This design comes from an exercise in tuning for a short achievable clock period on the open sky130 flow, not from production work. At most, simulation tests tie the RTL to the original design; equivalence was not proved. No functional check of the RTL was part of runs 1 and 5 to 8. The clock input has no modelled driver; a real chip could not lean on it and would need a root buffer or a full tree. Power figures rest on the tool's default switching activity, not on a simulated workload.

[flow/flow/run.sh]
#!/bin/bash
# Standard ORFS layout with stronger port buffers, free cell sizing and
# pins packed one track apart.
set -euo pipefail
bash standard.sh finish \
  "BUFFER_PORTS_ARGS=-buffer_cell sky130_fd_sc_hd__buf_4" \
  MATCH_CELL_FOOTPRINT=0 \
  SETUP_SLACK_MARGIN=2.5 \
  "PLACE_PINS_ARGS=-min_distance 1 -min_distance_in_tracks" \
  > run_make.log 2>&1
[flow/standard.sh]
#!/bin/bash
# synth_recipe.tcl (not shown) runs the flow's synth.tcl, then flattens the netlist and writes it again
# the make line also repeats each setting of config.mk as NAME=value (left out here)
make -C /OpenROAD-flow-scripts/flow DESIGN_CONFIG=/design/flow/config.mk WORK_HOME=/design/flow/orfs CLKGATE_MAP_FILE= SYNTH_SCRIPT=/design/flow/synth_recipe.tcl "${@:-finish}"
[flow/config.mk]
export PLATFORM = sky130hd
export DESIGN_NAME = GPU
export DESIGN_NICKNAME = GPU
export VERILOG_FILES = /design/flow/design.v
export SDC_FILE = /design/flow/constraint.sdc
export NUM_CORES = 4
export LEC_CHECK = 0
export CAP_MARGIN = 20
export CORE_AREA = 4 4 196 196
export CTS_CLUSTER_DIAMETER = 120
export CTS_CLUSTER_SIZE = 18
export DIE_AREA = 0 0 200 200
export SETUP_SLACK_MARGIN = 1.5
export SLEW_MARGIN = 20
export SYNTH_HIERARCHICAL = 1
export SYNTH_MINIMUM_KEEP_SIZE = 0
[flow/constraint.sdc]
create_clock -name core_clock -period 3.4 [get_ports {gpu_clk}]
set_input_delay 0.6800 -clock core_clock [delete_from_list [all_inputs] [get_ports {gpu_clk}]]
set_output_delay 0.6800 -clock core_clock [all_outputs]
set_load 0.01 [all_outputs]
[flow/design.v]
module GPU(
    input gpu_clk,
    input rst,
    output reg h_sync,
    output reg v_sync,
    output reg color,
    output reg [8:0] address,
    input [639:0] data
    );
    reg [319:0] lo;                       
    wire [31:0] lo0 = lo[31:0];
    reg [26:0] grp;                       
    reg        le;                        
    reg [8:0]  v;                         
    wire [31:0] lo_init = 32'd2;          
    integer c;
    always @(posedge gpu_clk) begin
        if (rst) begin
            for (c = 0; c < 10; c = c + 1)
                lo[32*c +: 32] <= lo_init;
            grp <= 27'd1;
            le <= 1'b0;
        end else begin
            if (le) begin
                for (c = 0; c < 10; c = c + 1)
                    lo[32*c +: 32] <= lo_init;
                grp <= 27'd1;
            end else begin
                for (c = 0; c < 10; c = c + 1)
                    lo[32*c +: 32] <= {lo[32*c +: 31], lo[32*c+31]};
                if (lo0[31])
                    grp <= {grp[25:0], 1'b0};
            end
            le <= grp[26] & lo0[8];       
        end
    end
    wire [639:0] sel = {lo[319:288], lo[319:288], lo[287:256], lo[287:256], lo[255:224], lo[255:224], lo[223:192], lo[223:192],
                        lo[191:160], lo[191:160], lo[159:128], lo[159:128], lo[127:96], lo[127:96], lo[95:64], lo[95:64],
                        lo[63:32], lo[63:32], lo[31:0], lo[31:0]};
    wire [319:0] p_n;
    gpu_nand2 u_p0 (.a(data[1]), .b(sel[1]), .y(p_n[0]));
    genvar i;
    generate
        for (i = 1; i < 320; i = i + 1) begin : g_pair
            gpu_a22oi u (.a1(data[2*i]), .a2(sel[2*i]),
                         .b1(data[2*i+1]), .b2(sel[2*i+1]), .y(p_n[i]));
        end
    endgenerate
    wire [79:0] o8, o8_n;
    generate
        for (i = 0; i < 80; i = i + 1) begin : g_o8
            gpu_nand4 u (.a(p_n[4*i]), .b(p_n[4*i+1]), .c(p_n[4*i+2]),
                         .d(p_n[4*i+3]), .y(o8[i]));
            gpu_inv ui (.a(o8[i]), .y(o8_n[i]));
        end
    endgenerate
    wire [19:0] o32, o32_n;
    generate
        for (i = 0; i < 20; i = i + 1) begin : g_o32
            gpu_a41oi u (.a1(o8_n[4*i]), .a2(o8_n[4*i+1]), .a3(o8_n[4*i+2]),
                         .a4(o8_n[4*i+3]), .b1(~grp[i]), .y(o32[i]));
            gpu_inv ui (.a(o32[i]), .y(o32_n[i]));
        end
    endgenerate
    wire [4:0] o128;
    generate
        for (i = 0; i < 5; i = i + 1) begin : g_o128
            gpu_nand4 u (.a(o32_n[4*i]), .b(o32_n[4*i+1]), .c(o32_n[4*i+2]),
                         .d(o32_n[4*i+3]), .y(o128[i]));
        end
    endgenerate
    wire [3:0] q_n;
    gpu_inv u_q0 (.a(o128[0]), .y(q_n[0]));
    gpu_inv u_q1 (.a(o128[1]), .y(q_n[1]));
    gpu_inv u_q2 (.a(o128[2]), .y(q_n[2]));
    gpu_nor2 u_q3 (.a(o128[3]), .b(o128[4]), .y(q_n[3]));
    wire color_d;
    gpu_a41oi u_c (.a1(q_n[0]), .a2(q_n[1]), .a3(q_n[2]), .a4(q_n[3]),
                   .b1(rst), .y(color_d));
    always @(posedge gpu_clk) begin
        color <= color_d;
        if (rst) begin
            v <= 9'd1;
            address <= 9'd0;
            h_sync <= 1'b0;
            v_sync <= 1'b0;
        end else begin
            h_sync <= (grp[22] & lo0[17]) | (grp[0] & lo0[1]) |
                      (h_sync & ~(grp[20] & lo0[17]));
            v_sync <= (v > 9'd481) && (v <= 9'd484);
            if (le) begin
                if (v == 9'd501) begin
                    v <= 9'd1;
                    address <= 9'd0;
                end else begin
                    v <= v + 9'd1;
                    address <= v;
                end
            end
        end
    end
endmodule
module gpu_a22oi(input a1, input a2, input b1, input b2, output y);
    assign y = ~((a1 & a2) | (b1 & b2));
endmodule
module gpu_nand2(input a, input b, output y);
    assign y = ~(a & b);
endmodule
module gpu_nand4(input a, input b, input c, input d, output y);
    assign y = ~(a & b & c & d);
endmodule
module gpu_inv(input a, output y);
    assign y = ~a;
endmodule
module gpu_nor2(input a, input b, output y);
    assign y = ~(a | b);
endmodule
module gpu_a41oi(input a1, input a2, input a3, input a4, input b1, output y);
    assign y = ~((a1 & a2 & a3 & a4) | b1);
endmodule
==> results.json, run 1 <==
{
  "area_growth_pct": 53.70,
  "synth_flop_cell": "dfxtp_1",
  "final.min_clock_period_ns": 1.682,
  "p_leak_nw": 9.757,
  "grt_pass1_vias": 14740,
  "mostFrequentLayoutCells": "buf_4 (658), dfxtp_1 (330), a22oi_2 (319)",
  "multi_input_area_um2": 8407,
  "netlist_instances": 1424,
  "slowest_delay_ns": 0.35,
  "netlist.area_leader.share": 0.4673,
  "grt_pass1_wl_mm": 83.86,
  "cts_root_buffer": "clkbuf_16",
  "finalHoldViolations": 0,
  "tns_ns": 0,
  "drtAntennaViolNets": 0,
  "cts_tree": "yes",
  "cp.required_ns": 2.72,
  "die_y_um": 200,
  "ys_warn_count": 7,
  "fin_skew_ns": 0.01207,
  "peakVddDrop_mv": 0.3387,
  "grt_max_degree": 33,
  "cts_buffers": 24,
  "crit_slowest_cell": "dfxtp_2",
  "fin_crit_sh": 0.4946,
  "p_total_mw": 8.172,
  "seq_area_frac_synth": 0.4673,
  "dp.cells": 2498,
  "grt_util_all_layers": 0.2705,
  "fin_hold_ws_ns": 0.4397,
  "vias": 14180,
  "nNetsFinal": 2801,
  "final_common_cell": "buf_4",
  "rows": 70,
  "post-place-ws_ns": 1.349,
  "yosysTopAreaCell": "dfxtp_1",
  "placed_area_um2": 21210,
  "drc": 0,
  "synth_edf_count": 0,
  "worstPathArrival_ns": 1.00,
  "crit_family": "flip-flops",
  "ys_ff_latch": 369,
  "totalWireLength_mm": 59.88,
  "clk-insertion-delay-late_ns": 0.54,
  "syn_nets": 2069,
  "clk_pin_slew_ns": 0.08,
  "power.density_nw_per_um2": 336.3,
  "tightest_slew_ns": 0.2623,
  "syn_area_per_cell_um2": 11.10,
  "fin_cells": 2630,
  "async_flop_share": 0,
  "setup_viol": 0,
  "ff_latch_area_um2": 7461,
  "hp-class": "input port to flip-flop",
  "setup_slack_ns": 1.718,
  "critPathLaunchType": "flip-flop",
  "final_cell_area_um2": 24300,
  "portBuffers": 652,
  "slew_violations": 0,
  "clockBufferDepth": 3,
  "worstPathMaxFanout": 2,
  "grt_antenna_before_repair": 8,
  "endpoint_kind": "output port",
  "core-area_um2": 36520,
  "synth.area.top_cells": "dfxtp_1 (47%), a22oi_2 (25%), and2_1 (12%)",
  "reg2reg_slack_ns": 1.77,
  "die_area_um2": 40000,
  "fillers": 2937,
  "cp_num_buf_inv": 1,
  "grt_setup_unrepaired": "yes",
  "avgRoutedWirePerCell_um": 22.77,
  "maxCapViolCount": 0,
  "overflow": 0,
  "start_util": 0.4328,
  "syn_area_um2": 15810,
  "ys_types": 36,
  "h-tree-depth": 1,
  "hpwl_mm": 41.44,
  "max_slew_margin": 0.8201,
  "clock.fmax_mhz": 594.7,
  "final_util": 0.6653,
  "drive_above_1_share": 0.6242,
  "cp_cell_sequence": "buf_6",
  "drt_pass1_iterations": 5,
  "gp_congestion": 0.8822,
  "ioPinCount": 654,
  "outcome": "no timing/DRC/antenna violations",
  "clock-sinks": 369,
  "critical_path_class": "flip-flop to output port",
  "vias_per_cell": 5.391,
  "drt_iter0_drc": 605,
  "die_x_um": 200
}
[power breakdown]
group | leakage (nW) | internal (mW) | switching [mW]
Combinational | 6.44 | 0.675 | 0.376
Sequential | 3.00 | 4.34 | 0.0339
Clock | 0.317 | 1.32 | 1.44
[cells in the mapped netlist, drive strengths merged (2+ instances only)]
library cell	number
a21oi	5
a22oi	319
a41oi	21
and2	310
buf	14
clkbuf	36
dfxtp	369
ha	3
inv	126
mux2i	27
nand2	15
nand2b	2
nand3	3
nand3b	7
nand4	89
nor2	34
o21ai	6
o31ai	7
or3	14
or4	2
xor2	3
[registers in the layout, indices dropped and copies added (netlist names)]
| signal | count |
|---|---|
| address | 9 |
| color | 1 |
| grp | 27 |
| h_sync | 1 |
| le | 1 |
| lo | 320 |
| v | 9 |
| v_sync | 1 |
[cell type report]
type | count | share of cell area
Clock inverter | 1 | 0.0004635
Multi-Input combinational cell | 881 | 0.3460
Clock buffer | 27 | 0.02606
Sequential cell | 369 | 0.3071
Tap cell | 468 | 0.02410
Antenna cell | 4 | 0.0004120
Timing Repair Buffer | 753 | 0.2760
Inverter | 127 | 0.01988
[cells by family (layout without fill, tap and decap cells)]
kind of cell               after synthesis  count (layout)  synth area share
and+or+nand+nor                        480             483            0.1831
DFF                                    369             369            0.4673
AOI/OAI and AO/OA                      365             365            0.2852
buffers and inverters                  177             908           0.04330
muxes                                   27              27           0.01710
adders and majority gates                3               3          0.002375
xor gates and xnor gates                 3               3          0.001662
other                                    0               4                 0
[per-layer routing]
| metal | GRT usage | vias up | part of all wire |
|---|---|---|---|
| met2 | 0.4486 | 583 | 0.47 |
| met4 | 0.07270 | 6 | 0.029 |
| met5 | 0 | - | 0.00058 |
| li1 | - | 6638 | - |
| met1 | 0.3444 | 6838 | 0.41 |
| met3 | 0.08308 | 114 | 0.093 |
[path summary, 6_finish.rpt]
kind              start         end  cells after the start
min                 rst      h_sync                      2
max          address[5]  address[5]                      1
max reg2reg     lo[266]       color                      8
min reg2reg  address[8]  address[8]                      2
[modules after synthesis (local to each module, per instance)]
module / copies in the design / flops+latches
GPU: 1 / 369
gpu_a22oi: 319 / 0
gpu_a41oi: 21 / 0
gpu_inv: 103 / 0
gpu_nand2: 1 / 0
gpu_nand4: 85 / 0
gpu_nor2: 1 / 0
[timing repair]
| item | CTS | global route |
|---|---|---|
| pin swaps | 32 | 18 |
| gates cloned | 40 | 14 |
| gates resized for setup | 188 | 142 |
| hold buffers | 0 | 0 |
| setup endpoints to repair | 381 | 381 |
| setup buffers | 31 | 15 |
==> run 2: changes to the inputs <==
--- a/flow/design.v
+++ b/flow/design.v
@@ -8,25 +8,32 @@
     input [639:0] data
     );
-    reg [319:0] lo;                       
-    wire [31:0] lo0 = lo[31:0];
+    reg [31:0] lo0, lo1, lo2, lo3, lo4;   
     reg [26:0] grp;                       
     reg        le;                        
     reg [8:0]  v;                         
     wire [31:0] lo_init = 32'd2;          
-    integer c;
     always @(posedge gpu_clk) begin
         if (rst) begin
-            for (c = 0; c < 10; c = c + 1)
-                lo[32*c +: 32] <= lo_init;
+            lo0 <= lo_init;
+            lo1 <= lo_init;
+            lo2 <= lo_init;
+            lo3 <= lo_init;
+            lo4 <= lo_init;
             grp <= 27'd1;
             le <= 1'b0;
         end else begin
             if (le) begin
-                for (c = 0; c < 10; c = c + 1)
-                    lo[32*c +: 32] <= lo_init;
+                lo0 <= lo_init;
+                lo1 <= lo_init;
+                lo2 <= lo_init;
+                lo3 <= lo_init;
+                lo4 <= lo_init;
                 grp <= 27'd1;
             end else begin
-                for (c = 0; c < 10; c = c + 1)
-                    lo[32*c +: 32] <= {lo[32*c +: 31], lo[32*c+31]};
+                lo0 <= {lo0[30:0], lo0[31]};
+                lo1 <= {lo1[30:0], lo1[31]};
+                lo2 <= {lo2[30:0], lo2[31]};
+                lo3 <= {lo3[30:0], lo3[31]};
+                lo4 <= {lo4[30:0], lo4[31]};
                 if (lo0[31])
                     grp <= {grp[25:0], 1'b0};
@@ -35,7 +42,7 @@
         end
     end
-    wire [639:0] sel = {lo[319:288], lo[319:288], lo[287:256], lo[287:256], lo[255:224], lo[255:224], lo[223:192], lo[223:192],
-                        lo[191:160], lo[191:160], lo[159:128], lo[159:128], lo[127:96], lo[127:96], lo[95:64], lo[95:64],
-                        lo[63:32], lo[63:32], lo[31:0], lo[31:0]};
+    wire [639:0] sel = {lo4, lo4, lo4, lo4, lo3, lo3, lo3, lo3,
+                        lo2, lo2, lo2, lo2, lo1, lo1, lo1, lo1,
+                        lo0, lo0, lo0, lo0};
     wire [319:0] p_n;
     gpu_nand2 u_p0 (.a(data[1]), .b(sel[1]), .y(p_n[0]));
==> flow/flow/run.sh (replaced) <==
#!/bin/bash
# Standard ORFS layout with stronger port buffers, free cell sizing, pins
# packed one track apart and an extra setup repair pass after CTS.
set -euo pipefail
bash standard.sh finish \
  "BUFFER_PORTS_ARGS=-buffer_cell sky130_fd_sc_hd__buf_4" \
  MATCH_CELL_FOOTPRINT=0 \
  SETUP_SLACK_MARGIN=2.5 \
  "PLACE_PINS_ARGS=-min_distance 1 -min_distance_in_tracks" \
  "POST_CTS_TCL=$PWD/flow/post_cts.tcl" \
  > run_make.log 2>&1
==> flow/flow/post_cts.tcl (new file) <==
# Useful skew for the pixel-select registers (lo*): they launch the select
# lines of the pixel multiplexer, a register-to-register path into color.
# Give them a clock subtree of their own, straight from the clock port, so
# their clock arrives earlier than the balanced tree's.  Only lo registers
# move; they have no input or output port paths.
set blk [ord::get_db_block]
set db [ord::get_db]
set buf_master [$db findMaster sky130_fd_sc_hd__clkbuf_16]
set clk_net [$blk findNet gpu_clk]

proc centroid {insts} {
  set x 0; set y 0
  foreach i $insts { set l [$i getLocation]; set x [expr {$x + [lindex $l 0]}]; set y [expr {$y + [lindex $l 1]}] }
  set n [llength $insts]
  return [list [expr {int($x / $n)}] [expr {int($y / $n)}]]
}
# split a list of instances into groups of at most max by halving along the longer side
proc bisect {insts max} {
  if {[llength $insts] <= $max} { return [list $insts] }
  set xs {}; set ys {}
  foreach i $insts { set l [$i getLocation]; lappend xs [lindex $l 0]; lappend ys [lindex $l 1] }
  set dx [expr {[tcl::mathfunc::max {*}$xs] - [tcl::mathfunc::min {*}$xs]}]
  set dy [expr {[tcl::mathfunc::max {*}$ys] - [tcl::mathfunc::min {*}$ys]}]
  set k [expr {$dx >= $dy ? 0 : 1}]
  set sorted [lsort -command [list cmp_loc $k] $insts]
  set h [expr {[llength $sorted] / 2}]
  return [concat [bisect [lrange $sorted 0 [expr {$h - 1}]] $max] [bisect [lrange $sorted $h end] $max]]
}
proc cmp_loc {k a b} {
  set va [lindex [$a getLocation] $k]; set vb [lindex [$b getLocation] $k]
  return [expr {$va < $vb ? -1 : ($va > $vb ? 1 : 0)}]
}

set flops {}
foreach inst [$blk getInsts] {
  if {[regexp {^lo} [$inst getName]] && [[$inst getMaster] isSequential]} { lappend flops $inst }
}
puts "skew: [llength $flops] lo registers"

set old_leaf_nets {}
set leaves {}
set n 0
foreach grp [bisect $flops 16] {
  set b [odb::dbInst_create $blk $buf_master "clkbuf_lo_leaf_$n"]
  set net [odb::dbNet_create $blk "clknet_lo_leaf_$n"]
  $net setSigType CLOCK
  [$b findITerm X] connect $net
  foreach f $grp {
    set it [$f findITerm CLK]
    set on [$it getNet]
    if {$on ne "NULL"} { dict set old_leaf_nets [$on getName] 1 }
    $it disconnect
    $it connect $net
  }
  set c [centroid $grp]
  $b setLocation [lindex $c 0] [lindex $c 1]
  $b setPlacementStatus PLACED
  lappend leaves $b
  incr n
}
puts "skew: $n leaf buffers"

set m 0
foreach grp [bisect $leaves [expr {int(ceil($n / 2.0))}]] {
  set b [odb::dbInst_create $blk $buf_master "clkbuf_lo_mid_$m"]
  set net [odb::dbNet_create $blk "clknet_lo_mid_$m"]
  $net setSigType CLOCK
  [$b findITerm X] connect $net
  [$b findITerm A] connect $clk_net
  foreach l $grp { [$l findITerm A] connect $net }
  set c [centroid $grp]
  $b setLocation [lindex $c 0] [lindex $c 1]
  $b setPlacementStatus PLACED
  incr m
}
puts "skew: $m mid buffers"

# drop clock buffers of the balanced tree left without loads
set changed 1
while {$changed} {
  set changed 0
  foreach inst [$blk getInsts] {
    if {![string match "clkbuf_*" [$inst getName]] && ![string match "clkload*" [$inst getName]]} { continue }
    set x [$inst findITerm X]
    if {$x eq "NULL"} { continue }
    set on [$x getNet]
    if {$on eq "NULL"} { continue }
    set loads 0
    foreach it [$on getITerms] { if {[$it isInputSignal] || [$it getIoType] eq "INPUT"} { incr loads } }
    if {$loads == 0 && [llength [$on getBTerms]] == 0} {
      puts "skew: removing [$inst getName]"
      odb::dbInst_destroy $inst
      odb::dbNet_destroy $on
      set changed 1
    }
  }
}

detailed_placement
estimate_parasitics -placement
report_clock_min_period
report_worst_slack -max
report_worst_slack -min
==> run 2 against run 1 <==
Highest routed layer unchanged; hold slack better by 0.019 ns; critical path depth stayed put; routed wire length is 12% lower; synthesized area is 27% lower; utilization is 14 points lower.
==> results.json, run 2 <==
{
  "critPathLaunchType": "flip-flop",
  "clk-insertion-delay-late_ns": 0.46,
  "ioPinCount": 654,
  "outcome": "no timing/DRC/antenna violations",
  "r2r-end": "color",
  "netlist_instances": 1085,
  "mostFrequentLayoutCells": "buf_4 (654), a22oi_2 (319), dfxtp_1 (175)",
  "power.density_nw_per_um2": 308.9,
  "area_growth_pct": 66.66,
  "slew_violations": 0,
  "ys_warn_count": 7,
  "core-area_um2": 36520,
  "endpoint_kind": "output port",
  "cp_num_buf_inv": 1,
  "maxCapViolCount": 0,
  "worstPathArrival_ns": 0.93,
  "portBuffers": 652,
  "overflow": 0,
  "post-place-ws_ns": 1.302,
  "grt_pass1_vias": 12560,
  "syn_area_um2": 11520,
  "fin_skew_ns": 0.1283,
  "grt_setup_unrepaired": "yes",
  "grt_antenna_before_repair": 2,
  "final_common_cell": "buf_4",
  "die_area_um2": 40000,
  "die_y_um": 200,
  "setup_slack_ns": 1.795,
  "totalWireLength_mm": 52.68,
  "grt_util_all_layers": 0.2324,
  "vias_per_cell": 5.279,
  "synth_edf_count": 0,
  "r2r_cells": 8,
  "die_x_um": 200,
  "nNetsFinal": 2447,
  "drtAntennaViolNets": 0,
  "drt_pass1_iterations": 5,
  "fin_crit_sh": 0.4722,
  "min_to": "le",
  "netlist.area_leader.share": 0.3630,
  "critical_path_class": "flip-flop to output port",
  "grt_max_degree": 54,
  "fillers": 3324,
  "syn_area_per_cell_um2": 10.62,
  "clock-sinks": 209,
  "drive_above_1_share": 0.6828,
  "cp.required_ns": 2.72,
  "reg2reg_slack_ns": 1.86,
  "final.min_clock_period_ns": 1.605,
  "start_util": 0.3156,
  "r2r-start": "lo3[12]",
  "min_from": "grp[26]",
  "slowest_delay_ns": 0.36,
  "vias": 11990,
  "syn_nets": 1730,
  "max_slew_margin": 0.7677,
  "crit_family": "flip-flops",
  "synth_common_cells": "a22oi_2 (319), dfxtp_1 (209), and2_1 (155)",
  "peakVddDrop_mv": 0.2372,
  "avgRoutedWirePerCell_um": 23.19,
  "clock.fmax_mhz": 622.9,
  "async_flop_share": 0,
  "synth.area.top_cells": "dfxtp_1 (36%), a22oi_2 (35%), and2_1 (8.4%)",
  "synth_flop_cell": "dfxtp_1",
  "p_leak_nw": 7.546,
  "clk_pin_slew_ns": 0.08,
  "ys_types": 35,
  "seq_area_frac_synth": 0.3630,
  "drc": 0,
  "grt_pass1_wl_mm": 72.38,
  "worstPathMaxFanout": 2,
  "cp_cell_sequence": "buf_6",
  "tightest_slew_ns": 0.3480,
  "crit_slowest_cell": "dfxtp_2",
  "ys_ff_latch": 209,
  "tns_ns": 0,
  "setup_viol": 0,
  "finalHoldViolations": 0,
  "hpwl_mm": 40.02,
  "hp-class": "flip-flop to flip-flop",
  "gp_congestion": 0.9262,
  "yosysTopAreaCell": "dfxtp_1",
  "drt_iter0_drc": 465,
  "holdPathStages": 1,
  "yosys.cell_count.top_type": "a22oi_2",
  "rows": 70
}
[run 2: changes by cell type after synthesis, sizes merged]
cell    change
buf         -5
dfxtp     -160
and2      -155
clkbuf     -14
or3         -5
[run 2: power by group]
group          internal [mW]  total, mW  switching [mW]
Sequential              2.46       2.49          0.0273
Combinational          0.595      0.915           0.320
Clock                   1.51       2.53            1.02
[run 2: worst max path at each step]
stage	startpoint	end	slack, ns	cells past startpoint
after global placement	data[608]	color	1.32	9
after global routing	data[398]	color	1.74	9
after detailed placement	data[608]	color	1.30	9
final	address[4]	address[4]	1.79	1
after floorplan	data[426]	color	1.85	8
[run 2: area by class of cell, clock buffers not listed]
type                    instances  area (um^2)  share of cell area
clock inverters                 1        8.758           0.0004560
repair buffers                713         5954              0.3100
flip-flops and latches        209         4247              0.2211
multi-input cells             721         7186              0.3741
inverters                     127        483.0             0.02514
repair inverters                1        7.507           0.0003909
plain buffers                  18        450.4             0.02345
well taps                     468        585.6             0.03049
diodes                          1        2.502           0.0001303
[run 2: stage by stage]
step	power, mW	cells	hold WS [ns]	util	instance area, um^2
global route	6.155	2271	0.4803	0.5258	19200
finish	5.933	2272	0.4590	0.5259	19210
global placement	3.317	2177	0.4571	0.4656	17010
detailed placement	3.331	2177	0.4671	0.4656	17010
floorplan	2.659	1085	0.4651	-	11820
[run 2: per-module statistics from Yosys (local to each module, per instance)]
module | cells inside | flops+latches | cell area [um^2] | copies in the design
GPU | 555 | 209 | 6266 | 1
gpu_a22oi | 1 | 0 | 12.51 | 319
gpu_a41oi | 1 | 0 | 16.27 | 21
gpu_inv | 1 | 0 | 3.754 | 103
gpu_nand2 | 1 | 0 | 3.754 | 1
gpu_nand4 | 1 | 0 | 6.256 | 85
gpu_nor2 | 1 | 0 | 3.754 | 1
[run 2: layer usage]
layer	track usage	part of all wire	routed length (um)
met1	0.2792	0.40	20930
met2	0.3982	0.48	25180
met3	0.05958	0.078	4133
met4	0.09258	0.046	2422
met5	0	0.00042	22
[run 2: cells by family after synthesis]
logic type / synth area share
AOI/OAI and AO/OA: 0.3912
and+or+nand+nor: 0.1640
DFF: 0.3630
buffers and inverters: 0.05276
muxes: 0.02345
xor gates and xnor gates: 0.002280
adders and majority gates: 0.003257
==> run 3: changes to the inputs <==
--- a/flow/flow/post_cts.tcl
+++ b/flow/flow/post_cts.tcl
@@ -97,4 +97,65 @@
 }
 
+estimate_parasitics -placement
+
+# Greedy sizing of the cells on the worst paths into color: try each drive
+# strength of each cell on those paths and keep the one that helps most.
+proc size_variants {master_name} {
+  if {![regexp {^(sky130_fd_sc_hd__[a-z0-9]+)_([0-9]+)$} $master_name -> base sz]} { return {} }
+  set out {}
+  foreach s {1 2 4 6 8 12 16} {
+    set m [[ord::get_db] findMaster "${base}_$s"]
+    if {$m ne "NULL"} { lappend out "${base}_$s" }
+  }
+  return $out
+}
+proc endpoint_slack {pin} {
+  return [get_property [get_pins $pin] slack_max]
+}
+proc worst_color_slack {} {
+  set p [find_timing_paths -to [get_pins color*/D] -sort_by_slack]
+  return [get_property $p slack]
+}
+proc size_pass {} {
+  set improved 0
+  set paths [find_timing_paths -to [get_pins color*/D] -sort_by_slack -group_path_count 20 -endpoint_path_count 20 -unique_paths_to_endpoint]
+  set cells {}
+  foreach p $paths {
+    foreach ref [get_property $p points] {
+      set pin [get_property $ref pin]
+      set inst [get_property $pin full_name]
+      set c [get_cells -of_objects $pin]
+      if {$c eq ""} continue
+      set cn [get_full_name $c]
+      if {[lsearch -exact $cells $cn] < 0} { lappend cells $cn }
+    }
+  }
+  foreach cn $cells {
+    set cell [get_cells $cn]
+    set lc [get_property $cell ref_name]
+    if {[string match "*df*" $lc] || [string match "*clkbuf*" $lc]} continue
+    set vars [size_variants $lc]
+    if {[llength $vars] < 2} continue
+    set base [worst_color_slack]
+    set best $lc; set bestv $base
+    foreach v $vars {
+      if {$v eq $lc} continue
+      replace_cell $cell $v
+      estimate_parasitics -placement
+      set s [worst_color_slack]
+      if {$s > $bestv + 0.0005} { set best $v; set bestv $s }
+    }
+    replace_cell $cell $best
+    estimate_parasitics -placement
+    if {$best ne $lc} { incr improved; puts "size: $cn $lc -> $best  [format %.3f $base] -> [format %.3f $bestv]" }
+  }
+  return $improved
+}
+for {set i 0} {$i < 3} {incr i} {
+  set n [size_pass]
+  puts "size: pass $i changed $n, color slack [format %.3f [worst_color_slack]]"
+  if {$n == 0} break
+}
+
 detailed_placement
 estimate_parasitics -placement
==> run 3 against run 2 <==
Clock skew decreased by 0.0023 ns; highest routed layer unchanged; maximum frequency increased by 0.18%; routed wire length decreased by 1.3%.
==> results.json, run 3 <==
{
  "yosys.cell_count.top_type": "a22oi_2",
  "vias_per_cell": 5.255,
  "vias": 11910,
  "syn_nets": 1730,
  "cp_cell_sequence": "buf_6",
  "syn_area_um2": 11520,
  "slowest_delay_ns": 0.35,
  "core-area_um2": 36520,
  "p_leak_nw": 7.461,
  "antenna_cells": 0,
  "totalWireLength_mm": 51.99,
  "syn_area_per_cell_um2": 10.62,
  "drt_iter0_drc": 524,
  "setup_slack_ns": 1.797,
  "nNetsFinal": 2443,
  "die_y_um": 200,
  "async_flop_share": 0,
  "clk-insertion-delay-late_ns": 0.46,
  "crit_family": "flip-flops",
  "r2r-end": "color",
  "netlist.area_leader.share": 0.3630,
  "clk_pin_slew_ns": 0.08,
  "yosysTopAreaCell": "dfxtp_1",
  "ys_types": 35,
  "cp.required_ns": 2.72,
  "gp_congestion": 0.9262,
  "slew_violations": 0,
  "avgRoutedWirePerCell_um": 22.93,
  "seq_area_frac_synth": 0.3630,
  "tightest_slew_ns": 0.3286,
  "grt_pass1_wl_mm": 72.53,
  "critical_path_class": "flip-flop to output port",
  "ff_latch_area_um2": 4265,
  "finalHoldViolations": 0,
  "final_cell_area_um2": 19010,
  "area_growth_pct": 64.92,
  "tns_ns": 0,
  "drc": 0,
  "start_util": 0.3156,
  "drtAntennaViolNets": 0,
  "die_area_um2": 40000,
  "p_total_mw": 5.903,
  "die_x_um": 200,
  "final_common_cell": "buf_4",
  "fin_skew_ns": 0.1259,
  "critPathLaunch": "address[2]",
  "ioPinCount": 654,
  "max_slew_margin": 0.7806,
  "portBuffers": 652,
  "grtUsageMet1": 0.2794,
  "mostFrequentLayoutCells": "buf_4 (649), a22oi_2 (316), dfxtp_1 (170)",
  "use_met2": 0.3995,
  "fin_crit_sh": 0.4713,
  "min_to": "le",
  "placed_area_um2": 17010,
  "synth_flop_cell": "dfxtp_1",
  "setup_viol": 0,
  "post-place-ws_ns": 1.302,
  "min_from": "grp[26]",
  "hp-class": "flip-flop to flip-flop",
  "rows": 70,
  "clock-sinks": 209,
  "netlist_instances": 1085,
  "ys_ff_latch": 209,
  "grt.busiest_layer": "met2",
  "clock.fmax_mhz": 624.0,
  "dp.cells": 2177,
  "final.min_clock_period_ns": 1.603,
  "fillers": 3352,
  "grt_antenna_before_repair": 2,
  "peakVddDrop_mv": 0.2440,
  "grt_pass1_vias": 12600,
  "maxCapViolCount": 0,
  "grt_setup_unrepaired": "yes",
  "synth_edf_count": 0,
  "worstPathArrival_ns": 0.92,
  "endpoint_kind": "output port",
  "hpwl_mm": 40.02,
  "multi_input_area_um2": 7117,
  "ys_warn_count": 7,
  "critPathLaunchType": "flip-flop",
  "overflow": 0,
  "cp_num_buf_inv": 1,
  "r2r-start": "lo1[6]",
  "power.density_nw_per_um2": 310.5,
  "crit_slowest_cell": "dfxtp_2",
  "holdPathStages": 1,
  "reg2reg_slack_ns": 1.93,
  "r2r_cells": 8,
  "fin_cells": 2267,
  "grt_util_all_layers": 0.2328,
  "outcome": "no timing/DRC/antenna violations",
  "synth_common_cells": "a22oi_2 (319), dfxtp_1 (209), and2_1 (155)",
  "grt_util_met3": 0.05925,
  "grt_max_degree": 54,
  "synth.area.top_cells": "dfxtp_1 (36%), a22oi_2 (35%), and2_1 (8.4%)",
  "drt_pass1_iterations": 6,
  "drive_above_1_share": 0.6693,
  "worstPathMaxFanout": 2
}
## run 3: logic make-up after synthesis
logic type | synth area share
and+or+nand+nor | 0.1640
adders and majority gates | 0.003257
buffers and inverters | 0.05276
xor gates and xnor gates | 0.002280
AOI/OAI and AO/OA | 0.3912
DFF | 0.3630
muxes | 0.02345
## run 3: layout make-up, clock buffers not listed
type / instances / share of cell area
buffer: 18 / 0.02370
clock inverter: 1 / 0.0004608
inverter: 127 / 0.02541
multi-input combinational: 721 / 0.3744
sequential: 209 / 0.2244
tap: 468 / 0.03081
timing repair buffer: 709 / 0.3055
timing repair inverter: 1 / 0.0003950
## run 3: modules after synthesis (local to each module, per instance)
module | copies in the design | area (um^2) | flip-flops and latches
gpu_nand2 | 1 | 3.754 | 0
gpu_a41oi | 21 | 16.27 | 0
GPU | 1 | 6266 | 209
gpu_inv | 103 | 3.754 | 0
gpu_a22oi | 319 | 12.51 | 0
gpu_nor2 | 1 | 3.754 | 0
gpu_nand4 | 85 | 6.256 | 0
## run 3: through the flow
| stage | utilization | hold WS, ns |
|---|---|---|
| 6_report | 0.5204 | 0.4536 |
| 5_1_grt | 0.5204 | 0.4793 |
| 3_5_place_dp | 0.4656 | 0.4671 |
| 3_3_place_gp | 0.4656 | 0.4571 |
| 2_1_floorplan | - | 0.4651 |
## run 3: worst max path at each step
stage,end,depth (start not counted),slack (ns)
floorplan,color,8,1.85
global placement,color,9,1.32
detailed placement,color,9,1.30
global route,address[4],1,1.76
finish,address[2],1,1.80
## run 3: per-layer routing
layer / share of wire / wire [um]
met5: 0.00042 / 22
met4: 0.046 / 2403
met3: 0.073 / 3799
met2: 0.48 / 24870
met1: 0.40 / 20900
## run 3: power by group
group / leakage (nW) / switching, mW / internal, mW
Clock: 0.364 / 1.02 / 1.51
Sequential: 1.71 / 0.0273 / 2.46
Combinational: 5.39 / 0.313 / 0.579
Total: 7.46 / 1.36 / 4.54
==> run 4: changes to the inputs <==
--- a/flow/design.v
+++ b/flow/design.v
@@ -85,4 +85,6 @@
     gpu_a41oi u_c (.a1(q_n[0]), .a2(q_n[1]), .a3(q_n[2]), .a4(q_n[3]),
                    .b1(rst), .y(color_d));
+    wire [8:0] v_next = le ? ((v == 9'd501) ? 9'd1 : v + 9'd1) : v;
+    wire h_blank = (grp[20] & |lo0[31:17]) | grp[21] | (grp[22] & |lo0[16:0]);
     always @(posedge gpu_clk) begin
         color <= color_d;
@@ -93,16 +95,8 @@
             v_sync <= 1'b0;
         end else begin
-            h_sync <= (grp[22] & lo0[17]) | (grp[0] & lo0[1]) |
-                      (h_sync & ~(grp[20] & lo0[17]));
+            h_sync <= ~h_blank;
             v_sync <= (v > 9'd481) && (v <= 9'd484);
-            if (le) begin
-                if (v == 9'd501) begin
-                    v <= 9'd1;
-                    address <= 9'd0;
-                end else begin
-                    v <= v + 9'd1;
-                    address <= v;
-                end
-            end
+            v <= v_next;
+            address <= le ? ((v == 9'd501) ? 9'd0 : v) : v - 9'd1;
         end
     end
==> run 4 against run 3 <==
Critical path depth is the same; global-route usage increased by 0.97 points; utilization increased by 1.9 points; synthesized cell count grew 1.2%; routed wire length increased by 3.5%; sequential share of layout area is 0.77 points lower; final cell count grew 1.4%; via count up 1.1%; clock skew up 0.0028 ns; maximum frequency increased by 0.21%; die area unchanged; critical endpoint is now h_sync; highest routed layer is now met4.
==> results.json, run 4 <==
{
  "die_area_um2": 40000,
  "finalHoldViolations": 0,
  "cp.required_ns": 2.72,
  "grt_max_degree": 22,
  "tightest_slew_ns": 0.3501,
  "holdPathStages": 2,
  "cts_tree": "yes",
  "clk_pin_slew_ns": 0.06,
  "syn_nets": 1744,
  "grt_pass1_wl_mm": 74.35,
  "synth.area.top_cells": "dfxtp_1 (36%), a22oi_2 (34%), and2_1 (8.3%)",
  "setup_slack_ns": 1.801,
  "final_common_cell": "buf_4",
  "fin_cells": 2299,
  "p_total_mw": 6.106,
  "r2r-end": "color",
  "ioPinCount": 654,
  "grt_setup_unrepaired": "yes",
  "dp.cells": 2189,
  "async_flop_share": 0,
  "drc": 0,
  "worstPathArrival_ns": 0.92,
  "yosysTopAreaCell": "dfxtp_1",
  "drt_iter0_drc": 486,
  "drt_pass1_iterations": 5,
  "critPathLaunchType": "flip-flop",
  "core-area_um2": 36520,
  "power.density_nw_per_um2": 309.8,
  "ys_warn_count": 7,
  "tns_ns": 0,
  "overflow": 0,
  "ys_ff_latch": 209,
  "outcome": "no timing/DRC/antenna violations",
  "drtAntennaViolNets": 0,
  "area_growth_pct": 69.47,
  "cp_cell_sequence": "buf_6",
  "netlist.area_leader.share": 0.3598,
  "min_from": "grp[26]",
  "rows": 70,
  "grt_pass1_vias": 12320,
  "fin_hold_ws_ns": 0.4367,
  "crit_family": "flip-flops",
  "hp-class": "flip-flop to flip-flop",
  "syn_area_um2": 11630,
  "r2r_cells": 8,
  "final.min_clock_period_ns": 1.599,
  "fin_crit_sh": 0.4704,
  "maxCapViolCount": 0,
  "peakVddDrop_mv": 0.2588,
  "setup_viol": 0,
  "r2r-start": "lo3[0]",
  "clock.fmax_mhz": 625.3,
  "cp_num_buf_inv": 1,
  "synth_flop_cell": "dfxtp_1",
  "synth_common_cells": "a22oi_2 (319), dfxtp_1 (209), and2_1 (154)",
  "drive_above_1_share": 0.6920,
  "nNetsFinal": 2474,
  "grt_antenna_before_repair": 1,
  "syn_area_per_cell_um2": 10.59,
  "clock-sinks": 209,
  "grt_util_all_layers": 0.2425,
  "p_leak_nw": 7.730,
  "gp_congestion": 0.8561,
  "min_to": "le",
  "worstPathMaxFanout": 1,
  "slew_violations": 0,
  "vias_per_cell": 5.241,
  "mostFrequentLayoutCells": "buf_4 (642), a22oi_2 (318), dfxtp_1 (163)",
  "max_slew_margin": 0.7663,
  "fin_skew_ns": 0.1288,
  "seq_area_frac_synth": 0.3598,
  "synth_edf_count": 0,
  "die_y_um": 200,
  "portBuffers": 652,
  "yosys.cell_count.top_type": "a22oi_2",
  "post-place-ws_ns": 1.097,
  "critical_path_class": "flip-flop to output port",
  "hpwl_mm": 38.54,
  "endpoint_kind": "output port",
  "start_util": 0.3184,
  "ys_types": 41,
  "reg2reg_slack_ns": 1.92,
  "avgRoutedWirePerCell_um": 23.40,
  "slowest_delay_ns": 0.32,
  "crit_slowest_cell": "dfxtp_2",
  "totalWireLength_mm": 53.79,
  "die_x_um": 200,
  "netlist_instances": 1098,
  "clk-insertion-delay-late_ns": 0.47,
  "vias": 12050
}
==> run 4: cell count changes after synthesis, moves of 5 or more <==
| cell | change |
|---|---|
| o21ai_0 | -5 |
| nor4_1 | +7 |
| o31ai_1 | -6 |
| nand3b_1 | -6 |
| xnor2_1 | +6 |
| nand2_1 | -6 |
| nor2_1 | +10 |
==> run 4: per-stage QoR <==
step	utilization	instance area, um^2
floorplan	-	11890
global placement	0.4681	17100
detailed placement	0.4681	17100
global route	0.5394	19700
finish	0.5396	19710
==> run 4: per-module statistics from Yosys, one instance, submodules excluded <==
module,times used,flip-flops and latches
GPU,1,209
gpu_a41oi,21,0
gpu_a22oi,319,0
gpu_nand4,85,0
gpu_inv,103,0
gpu_nand2,1,0
gpu_nor2,1,0
==> run 4: layer usage <==
layer	up-vias	share of wire	track usage
met4	0	0.044	0.09887
met2	534	0.49	0.4072
met3	146	0.075	0.06529
met1	5738	0.39	0.2953
li1	5631	-	-
met5	-	0	0
==> run 4: worst max-delay path by stage <==
stage / startpoint / end / slack (ns) / cells after the start
2_1_floorplan: data[426] / color / 1.85 / 8
3_3_place_gp: data[544] / color / 1.10 / 9
3_5_place_dp: data[544] / color / 1.10 / 9
5_1_grt: h_sync / h_sync / 1.77 / 1
6_report: h_sync / h_sync / 1.80 / 1
==> run 4: power breakdown <==
| part | switching (mW) | internal, mW | total [mW] |
|---|---|---|---|
| sequential | 0.0281 | 2.46 | 2.49 |
| combinational | 0.332 | 0.622 | 0.954 |
| clock | 1.07 | 1.60 | 2.67 |
==> run 4: logic make-up after synthesis <==
family | count (synthesis) | share of synthesized area
AND/OR/NAND/NOR | 338 | 0.1718
XOR/XNOR | 10 | 0.007531
buffers and inverters | 158 | 0.05272
adder cells (fa/ha/maj) | 4 | 0.004304
multiplexers | 26 | 0.02238
AO/OA/AOI/OAI | 353 | 0.3815
flip-flops | 209 | 0.3598
==> run 4: final cells by class, clock buffers not listed <==
type | instances | area, um^2
inverter | 125 | 474.2
fill | 3255 | 16810
antenna | 3 | 7.507
tap | 468 | 585.6
clock inverter | 1 | 8.758
timing repair buffer | 729 | 6230
buffer | 18 | 450.4
multi-input combinational | 732 | 7352
sequential | 209 | 4272
==> run 5: changes to the inputs <==
--- a/flow/design.v
+++ b/flow/design.v
@@ -62,9 +62,10 @@
         end
     endgenerate
+    wire [19:0] gate_n = ~grp[19:0] | {20{rst}};
     wire [19:0] o32, o32_n;
     generate
         for (i = 0; i < 20; i = i + 1) begin : g_o32
             gpu_a41oi u (.a1(o8_n[4*i]), .a2(o8_n[4*i+1]), .a3(o8_n[4*i+2]),
-                         .a4(o8_n[4*i+3]), .b1(~grp[i]), .y(o32[i]));
+                         .a4(o8_n[4*i+3]), .b1(gate_n[i]), .y(o32[i]));
             gpu_inv ui (.a(o32[i]), .y(o32_n[i]));
         end
@@ -77,12 +78,10 @@
         end
     endgenerate
-    wire [3:0] q_n;
-    gpu_inv u_q0 (.a(o128[0]), .y(q_n[0]));
-    gpu_inv u_q1 (.a(o128[1]), .y(q_n[1]));
-    gpu_inv u_q2 (.a(o128[2]), .y(q_n[2]));
-    gpu_nor2 u_q3 (.a(o128[3]), .b(o128[4]), .y(q_n[3]));
+    wire [2:0] q_n;
+    gpu_nor2 u_q0 (.a(o128[0]), .b(o128[1]), .y(q_n[0]));
+    gpu_nor2 u_q1 (.a(o128[2]), .b(o128[3]), .y(q_n[1]));
+    gpu_inv  u_q2 (.a(o128[4]), .y(q_n[2]));
     wire color_d;
-    gpu_a41oi u_c (.a1(q_n[0]), .a2(q_n[1]), .a3(q_n[2]), .a4(q_n[3]),
-                   .b1(rst), .y(color_d));
+    gpu_nand3 u_c (.a(q_n[0]), .b(q_n[1]), .c(q_n[2]), .y(color_d));
     wire [8:0] v_next = le ? ((v == 9'd501) ? 9'd1 : v + 9'd1) : v;
     wire h_blank = (grp[20] & |lo0[31:17]) | grp[21] | (grp[22] & |lo0[16:0]);
@@ -108,4 +107,7 @@
     assign y = ~(a & b);
 endmodule
+module gpu_nand3(input a, input b, input c, output y);
+    assign y = ~(a & b & c);
+endmodule
 module gpu_nand4(input a, input b, input c, input d, output y);
     assign y = ~(a & b & c & d);
==> flow/flow/run.sh (replaced) <==
#!/bin/bash
# Standard ORFS layout with stronger port buffers, free cell sizing and
# extra steps after CTS (flow/post_cts.tcl).
set -euo pipefail
bash standard.sh finish \
  "BUFFER_PORTS_ARGS=-buffer_cell sky130_fd_sc_hd__buf_4" \
  MATCH_CELL_FOOTPRINT=0 \
  SETUP_SLACK_MARGIN=2.5 \
  "POST_CTS_TCL=$PWD/flow/post_cts.tcl" \
  > run_make.log 2>&1
--- a/flow/flow/post_cts.tcl
+++ b/flow/flow/post_cts.tcl
@@ -1,2 +1,5 @@
+# Extra steps after CTS: useful skew for the pixel-select registers and
+# greedy sizing of the pixel path.
+#
 # Useful skew for the pixel-select registers (lo*): they launch the select
 # lines of the pixel multiplexer, a register-to-register path into color.
==> run 5 against run 4 <==
Die area unchanged; first-iteration DRC count is 6.6% higher; sequential cell count unchanged; largest cell class unchanged; sequential share of layout area rose by 0.33 points; clock skew shrank 0.0050 ns; power down 2.2%; global-route usage increased by 1.3 points; maximum frequency is 5.8% lower; clock power down 5%.
==> results.json, run 5 <==
{
  "vias_per_cell": 5.173,
  "tightest_slew_ns": 0.4286,
  "synth.area.top_cells": "dfxtp_1 (36%), a22oi_2 (34%), and2_1 (8.3%)",
  "peakVddDrop_mv": 0.2812,
  "power.switching_mw": 1.407,
  "final.min_clock_period_ns": 1.698,
  "grt_max_degree": 48,
  "avgRoutedWirePerCell_um": 25.47,
  "netlist.area_leader.share": 0.3576,
  "fin_skew_ns": 0.1238,
  "grt_pass1_wl_mm": 76.20,
  "syn_area_per_cell_um2": 10.64,
  "synth_common_cells": "a22oi_2 (319), dfxtp_1 (209), and2_1 (155)",
  "max_slew_margin": 0.7138,
  "area_growth_pct": 65.11,
  "async_flop_share": 0,
  "seq_power_share": 0.417,
  "die_x_um": 200,
  "rows": 70,
  "cp.required_ns": 3.65,
  "seq_area_frac_synth": 0.3576,
  "synth_flop_cell": "dfxtp_1",
  "clock.fmax_mhz": 589.1,
  "grt_antenna_before_repair": 3,
  "worstPathArrival_ns": 1.95,
  "yosys.cell_count.top_type": "a22oi_2",
  "power.density_nw_per_um2": 309.1,
  "hp-class": "flip-flop to flip-flop",
  "totalWireLength_mm": 57.93,
  "drt_iter0_drc": 518,
  "hpwl_mm": 44.65,
  "core-area_um2": 36520,
  "combinationalPowerShare": 0.159,
  "vias": 11760,
  "drtAntennaViolNets": 0,
  "grt_setup_unrepaired": "yes",
  "endpoint_kind": "flip-flop",
  "die_area_um2": 40000,
  "swShare": 0.2356,
  "final_common_cell": "buf_4",
  "ys_warn_count": 7,
  "fin_cells": 2274,
  "nNetsFinal": 2449,
  "syn_area_um2": 11700,
  "portBuffers": 652,
  "worstPathMaxFanout": 1,
  "clk_pin_slew_ns": 0.07,
  "synth_edf_count": 0,
  "fillers": 3376,
  "drt_pass1_iterations": 4,
  "maxCapViolCount": 0,
  "tns_ns": 0,
  "slew_violations": 0,
  "intPower_mw": 4.565,
  "grt_pass1_vias": 12210,
  "syn_nets": 1746,
  "outcome": "no timing/DRC/antenna violations",
  "drive_above_1_share": 0.6890,
  "post-place-ws_ns": 1.087,
  "ys_types": 40,
  "dp.cells": 2187,
  "p_leak_nw": 7.638,
  "clock-sinks": 209,
  "ioPinCount": 654,
  "grt_util_all_layers": 0.2556,
  "mostFrequentLayoutCells": "buf_4 (643), a22oi_2 (316), dfxtp_1 (174)",
  "pwr-share-clk": 0.425,
  "ys_ff_latch": 209,
  "setup_viol": 0,
  "die_y_um": 200,
  "critical_path_class": "input port to flip-flop",
  "yosysTopAreaCell": "dfxtp_1",
  "drc": 0,
  "fin_crit_sh": 0.4993,
  "setup_slack_ns": 1.702,
  "gp_congestion": 0.9246,
  "start_util": 0.3204,
  "netlist_instances": 1100,
  "overflow": 0,
  "clk-insertion-delay-late_ns": 0.46,
  "critPathLaunchType": "input port",
  "finalHoldViolations": 0
}
[run 5: changes by cell type in the layout (fill, tap and decap cells not counted), sizes merged, moves of 3 or more]
cell    delta
or2        +6
o211ai     +3
inv       -20
buf       -20
nand2b    +20
clkbuf     -7
nor2       -3
[run 5: per-module statistics from Yosys (local to each module, per instance)]
module | cells | flip-flops and latches
gpu_nand2 | 1 | 0
GPU | 571 | 209
gpu_nand3 | 1 | 0
gpu_inv | 1 | 0
gpu_a22oi | 1 | 0
gpu_nand4 | 1 | 0
gpu_a41oi | 1 | 0
gpu_nor2 | 1 | 0
[run 5: critical path: stages]
cell and delay (ns):
buf_6 0.09, a22oi_2 0.33, nand4_1 0.22, inv_1 0.12
a41oi_2 0.12, inv_2 0.09, nand4_4 0.08, nor2_4 0.14
nand3_2 0.08
[run 5: logic make-up (layout without fill, tap and decap cells)]
| family | after synthesis | count (layout) | share of synthesized area |
|---|---|---|---|
| other | 0 | 2 | 0 |
| buffers and inverters | 141 | 841 | 0.04790 |
| AO/OA/AOI/OAI | 354 | 354 | 0.3775 |
| multiplexers | 26 | 26 | 0.02224 |
| AND/OR/NAND/NOR | 356 | 360 | 0.1831 |
| flip-flops | 209 | 209 | 0.3576 |
| adder cells (fa/ha/maj) | 4 | 4 | 0.004277 |
| XOR/XNOR | 10 | 10 | 0.007486 |
[run 5: path summary, 6_finish.rpt]
kind / startpoint / to / slack [ns] / depth (start not counted)
setup / recovery: data[146] / color / 1.70 / 9
hold / removal: grp[21] / h_sync / 0.44 / 1
setup reg to reg: lo1[18] / color / 1.73 / 8
hold reg to reg: grp[21] / h_sync / 0.44 / 1
[run 5: through the flow]
step           total power, mW    util  cell area [um^2]  hold slack, ns
2_1_floorplan            2.664       -             11960          0.4315
3_3_place_gp             3.349  0.4686             17110          0.4538
3_5_place_dp             3.358  0.4686             17110          0.4656
5_1_grt                  6.202  0.5288             19310          0.4543
6_report                 5.972  0.5290             19320          0.4412
[run 5: cell type report, clock buffers not listed]
cell class | count | area [um^2] | share of cell area
Antenna cell | 2 | 5.005 | 0.0002591
Clock inverter | 2 | 17.52 | 0.0009067
Sequential cell | 209 | 4250 | 0.2200
Tap cell | 468 | 585.6 | 0.03031
Timing Repair Buffer | 704 | 5827 | 0.3016
Multi-Input combinational cell | 754 | 7503 | 0.3884
Inverter | 105 | 401.6 | 0.02079
Buffer | 18 | 450.4 | 0.02331
[run 5: power groups by stage]
| stage | Clock, mW | Combinational (mW) | Sequential [mW] |
|---|---|---|---|
| after floorplan | 0 | 0.128 | 2.54 |
| after global placement | 0 | 0.804 | 2.54 |
| after detailed placement | 0 | 0.813 | 2.54 |
| after global routing | 2.72 | 0.995 | 2.49 |
| final | 2.54 | 0.947 | 2.49 |
[run 5: layer usage]
layer	GRT usage	routed length, um
met5	0	0
met4	0.06164	1377
met3	0.06260	4089
met2	0.4677	30090
met1	0.3005	22370
==> run 6: changes to the inputs <==
==> flow/flow/run.sh (replaced) <==
#!/bin/bash
# Standard ORFS layout with stronger port buffers, free cell sizing, data
# pins kept in order (flow/pre_io.tcl) and extra steps after CTS
# (flow/post_cts.tcl).
set -euo pipefail
bash standard.sh finish \
  "BUFFER_PORTS_ARGS=-buffer_cell sky130_fd_sc_hd__buf_4" \
  MATCH_CELL_FOOTPRINT=0 \
  SETUP_SLACK_MARGIN=2.5 \
  "PRE_IO_PLACEMENT_TCL=$PWD/flow/pre_io.tcl" \
  "POST_CTS_TCL=$PWD/flow/post_cts.tcl" \
  > run_make.log 2>&1
==> flow/flow/pre_io.tcl (new file) <==
# Keep the data pins of each 32-pixel group together and in order, so that
# each branch of the pixel-select tree sits by a stretch of the die edge.
for {set g 0} {$g < 20} {incr g} {
  set pins {}
  for {set i [expr {32 * $g}]} {$i < 32 * ($g + 1)} {incr i} { lappend pins [get_ports "data\[$i\]"] }
  set_io_pin_constraint -group -order -pin_names $pins
}
==> run 6 against run 5 <==
Still clean; maximum frequency rose by 3.8%; first-iteration DRC count increased by 24%; via count up 6.1%; design area up 0.19%; global-route usage increased by 2.6 points; final cell count rose by 0.66%; largest cell class unchanged; largest power group unchanged.
==> results.json, run 6 <==
{
  "setup_viol": 0,
  "hp-class": "flip-flop to flip-flop",
  "synth_common_cells": "a22oi_2 (319), dfxtp_1 (209), and2_1 (155)",
  "p_total_mw": 6.135,
  "grt_setup_unrepaired": "yes",
  "worstPathMaxFanout": 7,
  "yosys.cell_count.top_type": "a22oi_2",
  "synthAdderAreaFrac": 0.004277,
  "p_leak_nw": 7.641,
  "synth.area.top_cells": "dfxtp_1 (36%), a22oi_2 (34%), and2_1 (8.3%)",
  "placed_area_um2": 17120,
  "fin_hold_ws_ns": 0.5059,
  "gp_congestion": 0.9381,
  "drtAntennaViolNets": 0,
  "max_slew_margin": 0.5974,
  "synth_top_family_by_area": "compound AO/OA/AOI/OAI gates",
  "combinationalPowerShare": 0.147,
  "tightest_slew_ns": 0.6031,
  "maxCapViolCount": 0,
  "muxShareOfSynthArea": 0.02224,
  "drive_above_1_share": 0.6809,
  "fillers": 3359,
  "netlist.area_leader.share": 0.3576,
  "clk_pin_slew_ns": 0.05,
  "grt_max_degree": 63,
  "rows": 70,
  "die_area_um2": 40000,
  "mostFrequentLayoutCells": "buf_4 (649), a22oi_2 (319), dfxtp_1 (148)",
  "power.density_nw_per_um2": 317.0,
  "tns_ns": 0,
  "drt_iter0_drc": 640,
  "pwr-share-clk": 0.444,
  "seq_power_share": 0.409,
  "critical_path_class": "flip-flop to flip-flop",
  "critPathLaunchType": "flip-flop",
  "drt_pass1_iterations": 5,
  "seq_area_frac_synth": 0.3576,
  "final_common_cell": "buf_4",
  "synth_edf_count": 0,
  "swShare": 0.2321,
  "portBuffers": 652,
  "intPower_mw": 4.711,
  "totalWireLength_mm": 63.10,
  "antenna_cells": 0,
  "syn_area_per_cell_um2": 10.64,
  "area_growth_pct": 65.42,
  "cp.required_ns": 3.68,
  "power.switching_mw": 1.424,
  "grt_pass1_wl_mm": 83.08,
  "peakVddDrop_mv": 0.2771,
  "syn_nets": 1746,
  "core-area_um2": 36520,
  "yosysTopAreaCell": "dfxtp_1",
  "fin_skew_ns": 0.1261,
  "synth_flop_cell": "dfxtp_1",
  "vias_per_cell": 5.451,
  "die_x_um": 200,
  "grt_pass1_vias": 12920,
  "fin_cells": 2289,
  "vias": 12480,
  "ys_ff_latch": 209,
  "dp.cells": 2188,
  "finalHoldViolations": 0,
  "r2r_cells": 8,
  "holdPathStages": 2,
  "worstPathArrival_ns": 1.92,
  "nNetsFinal": 2466,
  "ys_warn_count": 7,
  "outcome": "no timing/DRC/antenna violations",
  "ys_types": 40,
  "avgRoutedWirePerCell_um": 27.57,
  "synth-compound-area-share": 0.3775,
  "reg2reg_slack_ns": 1.76,
  "drc": 0,
  "syn_area_um2": 11700,
  "async_flop_share": 0,
  "start_util": 0.3204,
  "fin_crit_sh": 0.4811,
  "slew_violations": 0,
  "netlist_instances": 1100,
  "die_y_um": 200,
  "clock.fmax_mhz": 611.4,
  "overflow": 0,
  "endpoint_kind": "flip-flop",
  "final_cell_area_um2": 19360,
  "final.min_clock_period_ns": 1.636,
  "cts_tree": "yes",
  "grt_antenna_before_repair": 1,
  "synth-xor-area-share": 0.007485,
  "synth_simple_gate_area_share": 0.1831,
  "ioPinCount": 654,
  "grt_util_all_layers": 0.2820,
  "hpwl_mm": 47.69,
  "clock-sinks": 209,
  "clk-insertion-delay-late_ns": 0.47
}
[run 6: kinds of logic (layout without fill, tap and decap cells)]
group,Yosys count,after routing
AO/OA/AOI/OAI,354,354
XOR/XNOR,10,10
adder cells (fa/ha/maj),4,4
buffers and inverters,141,858
flip-flops,209,209
multiplexers,26,26
AND/OR/NAND/NOR,356,360
[run 6: power groups by stage]
stage	logic [mW]	clock network (mW)	registers, mW
2_1_floorplan	0.128	0	2.54
3_3_place_gp	0.763	0	2.56
3_5_place_dp	0.779	0	2.56
5_1_grt	0.949	2.90	2.51
6_report	0.899	2.73	2.51
[run 6: modules after synthesis, one instance, submodules excluded]
module | cells | copies in the design | flip-flops and latches | area (um^2)
gpu_nor2 | 1 | 2 | 0 | 3.754
gpu_nand3 | 1 | 1 | 0 | 5.005
gpu_a22oi | 1 | 319 | 0 | 12.51
gpu_nand4 | 1 | 85 | 0 | 6.256
gpu_inv | 1 | 101 | 0 | 3.754
GPU | 571 | 1 | 209 | 6457
gpu_a41oi | 1 | 20 | 0 | 16.27
gpu_nand2 | 1 | 1 | 0 | 3.754
[run 6: layout make-up, clock buffers not listed]
type / instances / area, um^2 / area share
Multi-Input combinational cell: 754 / 7332 / 0.3788
Timing Repair Buffer: 718 / 5942 / 0.3070
Sequential cell: 209 / 4273 / 0.2207
Tap cell: 468 / 585.6 / 0.03025
Buffer: 18 / 450.4 / 0.02327
Inverter: 105 / 401.6 / 0.02075
Clock inverter: 2 / 17.52 / 0.0009050
[run 6: path summary, 6_finish.rpt]
path | from | to
worst max-delay path | le | lo0[28]
worst min-delay path | grp[0] | grp[0]
worst max register to register | le | lo0[28]
worst min register to register | grp[0] | grp[0]
[run 6: per-layer routing]
layer	track usage	vias to the layer above	share of wire
li1	-	5640	-
met1	0.3120	5976	0.36
met2	0.5009	660	0.50
met3	0.05119	202	0.070
met4	0.1733	0	0.068
met5	0	-	0
[run 6: stage by stage]
stage | utilization | worst slack [ns]
3_5_place_dp | 0.4688 | 1.369
6_report | 0.5300 | 1.764
2_1_floorplan | - | 1.856
5_1_grt | 0.5300 | 1.678
3_3_place_gp | 0.4688 | 1.368
[run 6: worst max-delay path, stage by stage (launching register included)]
cell     delay, ns
dfxtp_4       0.37
buf_6         0.13
buf_12        0.12
nor2_4        0.22
buf_12        0.18
buf_6         0.10
buf_8         0.11
buf_6         0.12
and2_1        0.11
==> run 7: changes to the inputs <==
==> flow/flow/pre_io.tcl (replaced) <==
# Keep the data pins of each 128-pixel branch together and in order, so that
# each branch of the pixel-select tree sits by a stretch of the die edge.
for {set g 0} {$g < 5} {incr g} {
  set pins {}
  for {set i [expr {128 * $g}]} {$i < 128 * ($g + 1)} {incr i} { lappend pins [get_ports "data\[$i\]"] }
  set_io_pin_constraint -group -order -pin_names $pins
}
==> run 7 against run 6 <==
The flow now stops in I/O pin placement; synthesized cell count is the same; synthesized area is the same.
==> results.json, run 7 <==
{
  "outcome": "did not finish",
  "stop_stage": "I/O pin placement",
  "toolErrorMsg": "[ERROR PPL-0039] Assigned 526 pins out of 654 IO pins.",
  "netlist.area_leader.share": 0.3576,
  "ys_ff_latch": 209,
  "synth.area.top_cells": "dfxtp_1 (36%), a22oi_2 (34%), and2_1 (8.3%)",
  "rows": 70,
  "die_y_um": 200,
  "netlist_instances": 1100,
  "seq_area_frac_synth": 0.3576,
  "yosys.cell_count.top_type": "a22oi_2",
  "start_util": 0.3204,
  "synth_flop_cell": "dfxtp_1",
  "syn_area_um2": 11700,
  "async_flop_share": 0,
  "synth_common_cells": "a22oi_2 (319), dfxtp_1 (209), and2_1 (155)",
  "yosysTopAreaCell": "dfxtp_1",
  "synth_edf_count": 0,
  "die_x_um": 200,
  "ys_types": 40,
  "syn_nets": 1746,
  "syn_area_per_cell_um2": 10.64,
  "ys_warn_count": 7
}
-- run 7: modules after synthesis (local to each module, per instance) --
module / flops+latches / cells inside / times used / cell area, um^2
GPU: 209 / 571 / 1 / 6457
gpu_a41oi: 0 / 1 / 20 / 16.27
gpu_a22oi: 0 / 1 / 319 / 12.51
gpu_nand4: 0 / 1 / 85 / 6.256
gpu_nand3: 0 / 1 / 1 / 5.005
gpu_inv: 0 / 1 / 101 / 3.754
gpu_nand2: 0 / 1 / 1 / 3.754
gpu_nor2: 0 / 1 / 2 / 3.754
-- run 7: cells by family after synthesis --
family,count (synthesis),share of synthesized area
XOR/XNOR,10,0.007486
flip-flops,209,0.3576
AND/OR/NAND/NOR,356,0.1831
adder cells (fa/ha/maj),4,0.004277
multiplexers,26,0.02224
AO/OA/AOI/OAI,354,0.3775
buffers and inverters,141,0.04790
==> run 8: changes to the inputs <==
--- a/flow/flow/post_cts.tcl
+++ b/flow/flow/post_cts.tcl
@@ -104,4 +104,10 @@
 # Greedy sizing of the cells on the worst paths into color: try each drive
 # strength of each cell on those paths and keep the one that helps most.
+# Wire loads are estimated from a trial global route, which is closer to
+# the routed layout than the placement estimate; the flow's own global
+# route runs again afterwards.
+source $::env(FASTROUTE_TCL)
+global_route -allow_congestion
+estimate_parasitics -global_routing
 proc size_variants {master_name} {
   if {![regexp {^(sky130_fd_sc_hd__[a-z0-9]+)_([0-9]+)$} $master_name -> base sz]} { return {} }
@@ -145,10 +151,10 @@
       if {$v eq $lc} continue
       replace_cell $cell $v
-      estimate_parasitics -placement
+      estimate_parasitics -global_routing
       set s [worst_color_slack]
       if {$s > $bestv + 0.0005} { set best $v; set bestv $s }
     }
     replace_cell $cell $best
-    estimate_parasitics -placement
+    estimate_parasitics -global_routing
     if {$best ne $lc} { incr improved; puts "size: $cn $lc -> $best  [format %.3f $base] -> [format %.3f $bestv]" }
   }
==> flow/flow/pre_io.tcl (replaced) <==
# Keep the data pins of each 32-pixel group together and in order, so that
# each branch of the pixel-select tree sits by a stretch of the die edge.
for {set g 0} {$g < 20} {incr g} {
  set pins {}
  for {set i [expr {32 * $g}]} {$i < 32 * ($g + 1)} {incr i} { lappend pins [get_ports "data\[$i\]"] }
  set_io_pin_constraint -group -order -pin_names $pins
}
==> run 8 against run 7 <==
The run fails in clock tree synthesis; synthesized area is the same; synthesized cell count is the same.
==> results.json, run 8 <==
{
  "outcome": "did not finish",
  "stop_stage": "clock tree synthesis",
  "toolErrorMsg": "Error: cts.tcl, 90 can't read \"::env(MIN_ROUTING_LAYER)\": no such variable",
  "yosysTopAreaCell": "dfxtp_1",
  "rows": 70,
  "synthAdderAreaFrac": 0.004277,
  "synth_common_cells": "a22oi_2 (319), dfxtp_1 (209), and2_1 (155)",
  "ioPinCount": 654,
  "synth.area.top_cells": "dfxtp_1 (36%), a22oi_2 (34%), and2_1 (8.3%)",
  "ys_warn_count": 7,
  "syn_nets": 1746,
  "yosys.cell_count.top_type": "a22oi_2",
  "hpwl_mm": 47.69,
  "clock-sinks": 209,
  "netlist_instances": 1100,
  "die_x_um": 200,
  "die_y_um": 200,
  "seq_area_frac_synth": 0.3576,
  "syn_area_um2": 11700,
  "gp_congestion": 0.9381,
  "synth_simple_gate_area_share": 0.1831,
  "start_util": 0.3204,
  "synth-compound-area-share": 0.3775,
  "ys_ff_latch": 209,
  "synth_edf_count": 0,
  "synth_top_family_by_area": "compound AO/OA/AOI/OAI gates",
  "portBuffers": 652,
  "synth-xor-area-share": 0.007485,
  "syn_area_per_cell_um2": 10.64,
  "muxShareOfSynthArea": 0.02224,
  "netlist.area_leader.share": 0.3576,
  "synth_flop_cell": "dfxtp_1",
  "dp.cells": 2188,
  "ys_types": 40,
  "async_flop_share": 0
}
==> run 8: cell counts after synthesis <==
Identical to the previous run, type by type.
==> run 8: logic make-up after synthesis <==
kind of cell | Yosys count
adders and majority gates | 4
buffers and inverters | 141
and+or+nand+nor | 356
muxes | 26
xor gates and xnor gates | 10
AOI/OAI and AO/OA | 354
DFF | 209
==> run 8: worst max-delay path by stage <==
stage / endpoint / from / slack, ns
floorplan: address[6] / v[1] / 1.86
global placement: color / rst / 1.37
detailed placement: color / rst / 1.37
==> run 8: power by group through the flow <==
stage	logic (mW)	clock network, mW	registers [mW]
3_5_place_dp	0.779	0	2.56
3_3_place_gp	0.763	0	2.56
2_1_floorplan	0.128	0	2.54
==> run 8: per-stage QoR <==
| stage | setup WS [ns] | cell area, um^2 | hold slack, ns |
|---|---|---|---|
| after floorplan | 1.856 | 11960 | 0.4315 |
| after global placement | 1.368 | 17120 | 0.4618 |
| after detailed placement | 1.369 | 17120 | 0.4637 |
==> run 8: Yosys stat by module (local to each module, per instance) <==
module | cell area, um^2 | copies in the design | cells inside | flops+latches
gpu_nand4 | 6.256 | 85 | 1 | 0
gpu_nor2 | 3.754 | 2 | 1 | 0
gpu_a22oi | 12.51 | 319 | 1 | 0
gpu_inv | 3.754 | 101 | 1 | 0
gpu_nand2 | 3.754 | 1 | 1 | 0
GPU | 6457 | 1 | 571 | 209
gpu_nand3 | 5.005 | 1 | 1 | 0
gpu_a41oi | 16.27 | 20 | 1 | 0

re-timing with driven ports:
How much do the figures lean on ideal ports? The routed layouts below were timed once more, with nothing changed but the port constraints. Step 1: set_driving_cell puts a clkbuf_16 on gpu_clk and a buf_2 on each other input, an assumption about the parent block. Step 2 moves the port delays by t, midway between the first and last clock arrival at a register: inputs arrive t later, outputs are due t later. That takes back most of the time a late clock gives input paths. Three values: ideal, step 1, step 2; two values: the first two.
run | t (ns) | setup WS [ns] | hold WS [ns] | worst setup path at the end | cell pins on the clock port's net
run 1 | 0.590 | 1.718 / 1.661 / 1.354 | 0.440 / 0.445 / 0.478 | input to register | 1
run 2 | 0.480 | 1.795 / 1.714 / 1.417 | 0.459 / 0.459 / 0.459 | input to register | 3
run 3 | 0.480 | 1.797 / 1.717 / 1.457 | 0.454 / 0.454 / 0.454 | input to register | 3
run 4 | 0.481 | 1.801 / 1.722 / 1.433 | 0.437 / 0.437 / 0.437 | input to register | 3
run 5 | 0.481 | 1.702 / 1.698 / 1.258 | 0.441 / 0.441 / 0.441 | input to register | 3
run 6 | 0.484 | 1.764 / 1.707 / 1.380 | 0.506 / 0.506 / 0.506 | input to register | 3
After both steps every run listed still meets setup and hold. For run 5, which loses most, drivers alone change the setup slack by -0.004 ns; drivers and shift together by -0.444 ns.
